Context: an optimization exercise on an open-source flow, tuned for small area. The choices shown serve that exercise and are no tape-out recipe. For this run, only the layout was checked, not whether the RTL still works. No activity file was given, so power comes from the tool's default toggle rates.

`flow/config.mk`:
```
export PLATFORM = sky130hd
export DESIGN_NAME = overall_top
export DESIGN_NICKNAME = overall_top
export VERILOG_FILES = /design/flow/design.v
export SDC_FILE = /design/flow/constraint.sdc
export NUM_CORES = 4
export LEC_CHECK = 0
export CAP_MARGIN = 20
export CORE_MARGIN = 2
export CORE_UTILIZATION = 40
export SLEW_MARGIN = 20
export SYNTH_MEMORY_MAX_BITS = 16384
```
`flow/constraint.sdc`:
```
create_clock -name core_clock -period 10.0 [get_ports {clk_100MHz}]
set_input_delay 2.0000 -clock core_clock [delete_from_list [all_inputs] [get_ports {clk_100MHz}]]
set_output_delay 2.0000 -clock core_clock [all_outputs]
set_load 0.01 [all_outputs]
```
`flow/design.v`:
```
`timescale 1ns / 1ps
module overall_top(
    input clk_100MHz,
    input reset,
    input sec_button,
    input min_button,
    input hour_button,
    input start,
    input pause,
    input mode,
    output h_sync,
    output v_sync,
    output [11:0] rgb
    );
    reg [1:0] phase;
    reg [9:0] h_pos, v_pos;
    reg h_sync_reg, v_sync_reg;
    wire pix_en = (phase == 2'd3);
    wire h_end = (h_pos == 10'd799);
    always @(posedge clk_100MHz or posedge reset)
        if (reset) begin
            phase <= 2'd3;
            h_pos <= 10'd799;
            v_pos <= 10'd524;
            h_sync_reg <= 1'b0;
            v_sync_reg <= 1'b0;
        end
        else begin
            phase <= phase + 2'd1;
            if (pix_en) begin
                h_pos <= h_end ? 10'd0 : h_pos + 10'd1;
                if (h_end)
                    v_pos <= (v_pos == 10'd524) ? 10'd0 : v_pos + 10'd1;
            end
            h_sync_reg <= (h_pos >= 10'd656) && (h_pos <= 10'd751);
            v_sync_reg <= (v_pos >= 10'd490) && (v_pos <= 10'd491);
        end
    assign h_sync = h_sync_reg;
    assign v_sync = v_sync_reg;
    wire reset_a = reset & ~mode;
    reg [6:0] base_a;           
    wire tick_a = (base_a == 7'd49);
    always @(posedge clk_100MHz or posedge reset_a)
        if (reset_a)
            base_a <= 7'd0;
        else
            base_a <= (base_a == 7'd99) ? 7'd0 : base_a + 7'd1;
    reg sb, mb, hb;
    always @(posedge clk_100MHz)
        if (base_a == 7'd46) begin
            sb <= sec_button;
            mb <= min_button;
            hb <= hour_button;
        end
    reg [3:0] as1, am1, ah1;
    reg [2:0] as10, am10;
    reg [1:0] ah10;
    wire as59 = (as10 == 3'd5) && (as1 == 4'd9);
    wire am59 = (am10 == 3'd5) && (am1 == 4'd9);
    wire as_carry = sb ? as1[3] : (as1 == 4'd9);
    wire am_inc = mb | as59;
    wire ah_inc = hb | (am59 & as59);
    always @(posedge clk_100MHz or posedge reset_a)
        if (reset_a) begin
            as1 <= 4'd0; as10 <= 3'd0;
            am1 <= 4'd0; am10 <= 3'd0;
            ah1 <= 4'd0; ah10 <= 2'd0;
        end
        else if (tick_a) begin
            if (sb)
                as1 <= as1[3] ? {3'b000, as1[0]} : as1 + 4'd2;
            else
                as1 <= (as1 == 4'd9) ? 4'd0 : as1 + 4'd1;
            if (as_carry)
                as10 <= (as10 == 3'd5) ? 3'd0 : as10 + 3'd1;
            if (am_inc) begin
                am1 <= (am1 == 4'd9) ? 4'd0 : am1 + 4'd1;
                if (am1 == 4'd9)
                    am10 <= (am10 == 3'd5) ? 3'd0 : am10 + 3'd1;
            end
            if (ah_inc) begin
                if (ah10 == 2'd2 && ah1 == 4'd3) begin
                    ah1 <= 4'd0; ah10 <= 2'd0;
                end
                else if (ah1 == 4'd9) begin
                    ah1 <= 4'd0; ah10 <= ah10 + 2'd1;
                end
                else
                    ah1 <= ah1 + 4'd1;
            end
        end
    wire reset_t = reset & mode;
    reg run;                    
    always @(posedge clk_100MHz or posedge reset_t)
        if (reset_t)
            run <= 1'b0;
        else
            run <= (start & ~run) | (~pause & run);
    wire en_t = run & mode;
    reg [6:0] base_t;
    wire tick_t = en_t && (base_t == 7'd49);
    always @(posedge clk_100MHz or posedge reset_t)
        if (reset_t)
            base_t <= 7'd0;
        else if (en_t)
            base_t <= (base_t == 7'd99) ? 7'd0 : base_t + 7'd1;
    reg [3:0] ts1, tm1, th1;
    reg [2:0] ts10, tm10;
    reg th10;
    wire ts59 = (ts10 == 3'd5) && (ts1 == 4'd9);
    wire tm59 = (tm10 == 3'd5) && (tm1 == 4'd9);
    always @(posedge clk_100MHz or posedge reset_t)
        if (reset_t) begin
            ts1 <= 4'd0; ts10 <= 3'd0;
            tm1 <= 4'd0; tm10 <= 3'd0;
            th1 <= 4'd0; th10 <= 1'b0;
        end
        else if (tick_t) begin
            ts1 <= (ts1 == 4'd9) ? 4'd0 : ts1 + 4'd1;
            if (ts1 == 4'd9)
                ts10 <= (ts10 == 3'd5) ? 3'd0 : ts10 + 3'd1;
            if (ts59) begin
                tm1 <= (tm1 == 4'd9) ? 4'd0 : tm1 + 4'd1;
                if (tm1 == 4'd9)
                    tm10 <= (tm10 == 3'd5) ? 3'd0 : tm10 + 3'd1;
                if (tm59) begin
                    if (th10 && th1 == 4'd5) begin
                        th1 <= 4'd0; th10 <= 1'b0;
                    end
                    else if (th1 == 4'd9) begin
                        th1 <= 4'd0; th10 <= 1'b1;
                    end
                    else
                        th1 <= th1 + 4'd1;
                end
            end
        end
    wire [4:0] slot = h_pos[9:5];
    wire [3:0] row = v_pos[5:2];
    wire [2:0] col = h_pos[4:2];
    wire in_area = (v_pos[9:6] == 4'd3) && (slot >= 5'd6) && (slot <= 5'd14);
    function glyph_pixel;
        input [3:0] g;
        input [3:0] r;
        input [2:0] c;
        reg [7:0] bits;
        begin
            bits = 8'h00;
            case (g)
                4'd0: case (r)
                    4'd2, 4'd3, 4'd10, 4'd11: bits = 8'b11111110;
                    4'd4, 4'd5, 4'd6, 4'd7, 4'd8, 4'd9: bits = 8'b11000110;
                    default: bits = 8'h00;
                endcase
                4'd1: case (r)
                    4'd2, 4'd3, 4'd4, 4'd5, 4'd6, 4'd7, 4'd8, 4'd9, 4'd10, 4'd11: bits = 8'b00000110;
                    default: bits = 8'h00;
                endcase
                4'd2: case (r)
                    4'd2, 4'd3, 4'd6, 4'd7, 4'd10, 4'd11: bits = 8'b11111110;
                    4'd4, 4'd5: bits = 8'b00000110;
                    4'd8, 4'd9: bits = 8'b11000000;
                    default: bits = 8'h00;
                endcase
                4'd3: case (r)
                    4'd2, 4'd3, 4'd6, 4'd7, 4'd10, 4'd11: bits = 8'b11111110;
                    4'd4, 4'd5, 4'd8, 4'd9: bits = 8'b00000110;
                    default: bits = 8'h00;
                endcase
                4'd4: case (r)
                    4'd2, 4'd3, 4'd4, 4'd5: bits = 8'b11000110;
                    4'd6, 4'd7: bits = 8'b11111110;
                    4'd8, 4'd9, 4'd10, 4'd11: bits = 8'b00000110;
                    default: bits = 8'h00;
                endcase
                4'd5: case (r)
                    4'd2, 4'd3, 4'd6, 4'd7, 4'd10, 4'd11: bits = 8'b11111110;
                    4'd4, 4'd5: bits = 8'b11000000;
                    4'd8, 4'd9: bits = 8'b00000110;
                    default: bits = 8'h00;
                endcase
                4'd6: case (r)
                    4'd2, 4'd3, 4'd6, 4'd7, 4'd10, 4'd11: bits = 8'b11111110;
                    4'd4, 4'd5: bits = 8'b11000000;
                    4'd8, 4'd9: bits = 8'b11000110;
                    default: bits = 8'h00;
                endcase
                4'd7: case (r)
                    4'd2, 4'd3: bits = 8'b11111110;
                    4'd4, 4'd5, 4'd6, 4'd7, 4'd8, 4'd9, 4'd10, 4'd11: bits = 8'b00000110;
                    default: bits = 8'h00;
                endcase
                4'd8: case (r)
                    4'd2, 4'd3, 4'd6, 4'd7, 4'd10, 4'd11: bits = 8'b11111110;
                    4'd4, 4'd5, 4'd8, 4'd9: bits = 8'b11000110;
                    default: bits = 8'h00;
                endcase
                4'd9: case (r)
                    4'd2, 4'd3, 4'd6, 4'd7, 4'd10, 4'd11: bits = 8'b11111110;
                    4'd4, 4'd5: bits = 8'b11000110;
                    4'd8, 4'd9: bits = 8'b00000110;
                    default: bits = 8'h00;
                endcase
                4'd10: case (r)
                    4'd4, 4'd5, 4'd8, 4'd9: bits = 8'b00011000;
                    default: bits = 8'h00;
                endcase
                4'd11: case (r)
                    4'd7: bits = 8'b01110000;
                    4'd8, 4'd10, 4'd11: bits = 8'b10001000;
                    4'd9: bits = 8'b11111000;
                    default: bits = 8'h00;
                endcase
                4'd12: case (r)
                    4'd7: bits = 8'b11111000;
                    4'd8, 4'd9, 4'd10, 4'd11: bits = 8'b00100000;
                    default: bits = 8'h00;
                endcase
                default: bits = 8'h00;
            endcase
            glyph_pixel = bits[~c];
        end
    endfunction
    wire [3:0] letter = mode ? 4'd12 : 4'd11;
    reg [3:0] ga, gt;
    always @* begin
        case (slot)
            5'd6:  ga = (ah10 != 2'd0) ? {2'b00, ah10} : letter;
            5'd7:  ga = ah1;
            5'd9:  ga = {1'b0, am10};
            5'd10: ga = am1;
            5'd12: ga = {1'b0, as10};
            5'd13: ga = as1;
            5'd8, 5'd11: ga = 4'd10;
            default: ga = letter;
        endcase
        case (slot)
            5'd6:  gt = th10 ? 4'd1 : letter;
            5'd7:  gt = th1;
            5'd9:  gt = {1'b0, tm10};
            5'd10: gt = tm1;
            5'd12: gt = {1'b0, ts10};
            5'd13: gt = ts1;
            5'd8, 5'd11: gt = 4'd10;
            default: gt = letter;
        endcase
    end
    reg bit_a, bit_t;
    always @(posedge clk_100MHz) begin
        bit_a <= in_area & glyph_pixel(ga, row, col);
        bit_t <= in_area & glyph_pixel(gt, row, col);
    end
    wire blank_a = (slot == 5'd6) && (ah10 == 2'd0);
    wire blank_t = (slot == 5'd6) && !th10;
    reg pix_a, pix_t;
    always @(posedge clk_100MHz)
        if (pix_en) begin
            pix_a <= bit_a & in_area & ~blank_a;
            pix_t <= bit_t & in_area & ~blank_t;
        end
    assign rgb = {12{mode ? pix_t : pix_a}};
endmodule
```
`flow/run.sh`:
```
#!/bin/bash
# synth_recipe.tcl (not shown) runs the flow's synth.tcl, then flattens the netlist and writes it again
# the make line also repeats each setting of config.mk as NAME=value (left out here)
make -C /OpenROAD-flow-scripts/flow DESIGN_CONFIG=/design/flow/config.mk WORK_HOME=/design/flow/orfs CLKGATE_MAP_FILE= SYNTH_SCRIPT=/design/flow/synth_recipe.tcl finish
```
==> key figures <==
Layout
  – Post-layout net count: between 600 and 700
  – Top flop regs: h_pos x10, v_pos x10
  – Layout area overhead: 9.65%
  – Layout cells sized above 1: under 10%
  – Non-filler cells, final: approximately 850
  – Final instance area: ~0.0063 sq mm
  – ANT cells: 0

Drt
  – Detail Route Antenna Nets: 0
  – Detailed Routing Iterations Pass 1: 4
  – Final WL: 13.9 mm
  – Iteration-0 DRC Markers: between 300 and 400
  – Met1 WL: 7.03 mm
  – Drc violations: 0
  – Drt via density: ~5.8
  – Met3 routed WL: 558 microns
  – DR WL met2: 6.11 mm
  – DR top layer: met4
  – Drt wl/cell: approximately 16 microns
  – Routed via count: 4932

Clock tree
  – Clock buffer depth: 2
  – Cts repair resizes: 0
  – Worst-path clk slew: around 0.06 ns
  – TritonCTS clock tree: built
  – Post-CTS Hold Fix Bufs: 0
  – Clk Latency, worst-skew pair: 0.36 ns
  – Clock Sink Count: 85
  – H-tree levels: 3
  – CTS buffer count: 9
  – Post-CTS setup buffers: 0
  – Clock root buffer master: clkbuf_16

Placement
  – Port Buffers: 21
  – Hpwl dp: 9.82 mm
  – Dpl cell area: between 0.006 and 0.007 sq mm
  – Routability Congestion: 0.920
  – Cells after DPL: approximately 840

Timing
  – Final period utilization: roughly 58%
  – Clock skew: roughly 0.0084 ns
  – Fmax: around 170 MHz
  – RSZ-0062 raised after global routing: no
  – Final Hold Viols: 0
  – Slew headroom: a little under two fifths
  – Setup TNS: 0 ns
  – Period minus WS final: roughly 5.8 ns
  – Final setup viols: 0
  – Worst-Margin Slew: roughly 0.9 ns
  – Count of pins over their slew limit: 0

Worst setup path
  – Crit path max-delay cell type: clkdlybuf4s50_1
  – Critical path launch point: mode
  – Crit-path max cell delay: 0.76 ns
  – Worst reg-to-reg setup slack: 6.13 ns
  – CP cell instances: clkdlybuf4s50_1 -> mux2_2 -> clkdlybuf4s50_1
  – Critical path launch point type: primary input
  – Crit-path max FO: 12
  – Crit Path Category: primary input to output port
  – RR Endpoint: bit_t$_DFF_P_
  – Worst reg2reg path depth: 9
  – RR Startpoint: h_pos[5]$_DFFE_PP0N_
  – Crit-path most repeated cell: clkdlybuf4s50_1
  – CP Capture Type: output port
  – Crit path capture: rgb[5]
  – CP required: about 8.0 ns
  – Arrival time at the worst endpoint: 3.75 ns

Run
  – Max Cap Violations: 0

Synth
  – Distinct cells, synth: 78
  – Ys async rst share: 91.8%
  – Synth area leaders: dfrtp_1 (29%), dfstp_2 (5.5%), nand2_1 (4.1%)
  – Most frequent cell after synthesis: dfrtp_1
  – Post-Syn Area: 0.00577 sq mm
  – Synth warn: 1
  – Syn Inst Count: 677
  – Leading area contributor after synthesis: dfrtp_1
  – Seq/Total Area, Yosys: between 30 and 40%
  – Avg Cell Area, Syn: approximately 8.5 sq um
  – Post-synth top flop: dfrtp_1
  – Synthesized flop and latch total: 85
  – Commonest cells in the netlist: dfrtp_1 (66), nand2_1 (63), nor2_1 (58)
  – Syn nets: approximately 700
  – Top cell type's share of synthesized area: roughly 29%
  – Post-synth EDFFs: 5

Hold path
  – Worst hold stages: 1
  – Min-delay worst type: flip-flop to flip-flop

Floorplanning
  – Core Box Area: about 0.014 sq mm
  – FP Rows: between 40 and 50
  – DIE HEIGHT: about 120 microns
  – I/O pin cnt: 22
  – Starting Density: 41.2%
  – Die area: between 0.015 and 0.02 sq mm
  – Die W: 124 microns

Global route
  – Maximum number of pins on one net before global-route repair: 31
  – First-pass GRT wire length: 23.2 mm
  – GR Util All Layers: 19.4%
  – Grt ovf: 0
  – Number of global-route vias before repair: roughly 4600
  – Antenna violations before repair: 0

Power
  – Internal power: approximately 0.00058 W
  – Leakage Power: approximately 2.7 nW
  – Net Sw Frac: around 25%
  – Clock power share: roughly 46%
  – Psw: between 0.00015 and 0.0002 W
  – Worst vdd ir: around 77 uV
  – Sequential share of power: slightly below 50%
  – Pwr per Cell Area: 122 mW/mm^2
  – Combinational Power Share: about 5.2%

Outcome
  – Outcome: finished clean
placed cells by master, fill, tap and decap left out, drive strengths merged, types with 6 or more instances in the layout:
cell type,Yosys,final
clkdlybuf4s50,0,21
xnor2,19,19
and3,8,8
a21o,9,9
clkbuf,23,10
nand3,33,33
nor3b,8,8
xor2,15,15
nor4,10,10
ha,16,16
a21oi,31,31
dfstp,12,12
nand2b,12,12
dfrtp,66,66
nand2,63,63
nor2,58,58
nor3,27,27
nor2b,10,10
o22ai,9,9
inv,33,35
mux2i,8,8
nand4,14,14
a211oi,6,6
nand3b,8,8
o21ai,47,47
o2111ai,7,7
and2,9,9
per-layer routing:
| layer | up-vias | global-route usage, % |
|---|---|---|
| li1 | 2414 | - |
| met1 | 2392 | 27.6 |
| met2 | 106 | 28.7 |
| met3 | 20 | 3.66 |
| met4 | 0 | 8.08 |
| met5 | - | 0 |
per-stage QoR:
step                setup WS, ns  power [W]  hold slack [ns]  utilization, %
floorplan                   5.11   0.000409            0.418               -
global placement            4.26   0.000420            0.425            43.0
detailed placement          4.24   0.000422            0.429            43.0
CTS                         4.23   0.000782            0.445            45.2
global route                4.16   0.000804            0.458            45.2
finish                      4.25   0.000772            0.442            45.2
worst max-delay path, delay by kind of cell:
family,cells,cell delay [ns]
buffers and inverters,2,1.27
multiplexers,1,0.48
power by group through the flow:
| stage | Sequential (W) | Combinational [W] | Clock, W |
|---|---|---|---|
| 2_1_floorplan | 0.000374 | 0.0000354 | 0 |
| 3_3_place_gp | 0.000380 | 0.0000402 | 0 |
| 3_5_place_dp | 0.000380 | 0.0000413 | 0 |
| 4_1_cts | 0.000374 | 0.0000413 | 0.000367 |
| 5_1_grt | 0.000376 | 0.0000468 | 0.000380 |
| 6_report | 0.000374 | 0.0000405 | 0.000358 |
worst min path at each step:
| stage | start | end |
|---|---|---|
| 4_1_cts | phase[0]$_DFF_PP1_ | phase[0]$_DFF_PP1_ |
| 3_3_place_gp | phase[0]$_DFF_PP1_ | phase[0]$_DFF_PP1_ |
| 6_report | phase[0]$_DFF_PP1_ | phase[0]$_DFF_PP1_ |
| 5_1_grt | phase[0]$_DFF_PP1_ | phase[0]$_DFF_PP1_ |
| 3_5_place_dp | phase[0]$_DFF_PP1_ | phase[0]$_DFF_PP1_ |
| 2_1_floorplan | phase[0]$_DFF_PP1_ | phase[0]$_DFF_PP1_ |
layout make-up:
class / instances / area [sq um]
tap: 180 / 225
multi-input combinational: 512 / 3270
clock buffer: 10 / 239
sequential: 85 / 2160
fill: 1338 / 7660
timing repair buffer: 24 / 233
inverter: 34 / 128
clock inverter: 6 / 68.8
logic make-up (layout without fill, tap and decap cells):
kind of cell,count (synthesis),count (layout),synth area share [%]
adder cells (fa/ha/maj),17,17,3.64
multiplexers,12,12,2.17
AO/OA/AOI/OAI,160,160,18.3
AND/OR/NAND/NOR,289,289,27.2
XOR/XNOR,34,34,5.16
flip-flops,85,85,37.4
buffers and inverters,80,74,6.10

==> afterwards: timing with drivers on the ports <==
The results above use ideal ports. As a check the final layout listed here was re-extracted and re-timed, cells and wires unchanged.
Step 1 sets driving cells, clkbuf_16 on the clock port and buf_2 on the other inputs (assumed; they add their load-dependent delay and slew).
Step 2 adds t to the input delays and takes it off the output delays; t is the mean of the earliest and latest rising clock arrival at the registers after step 1. Input paths then give back, and output paths get back, about the clock's delay inside the block.
a / b / c = ideal ports / drivers / drivers and shift; a / b = the first two.
t (ns): 0.396
slack for setup (ns): 4.246 / 4.223 / 4.223
worst setup path after step 2: input to output
worst register clock-pin slew, ns: 0.07 / 0.07
worst slew at a driven data input, ns: 0.05
After both steps setup and hold are still met in this run. The setup slack of this run moves by -0.023 ns with the drivers and by -0.023 ns with both steps.
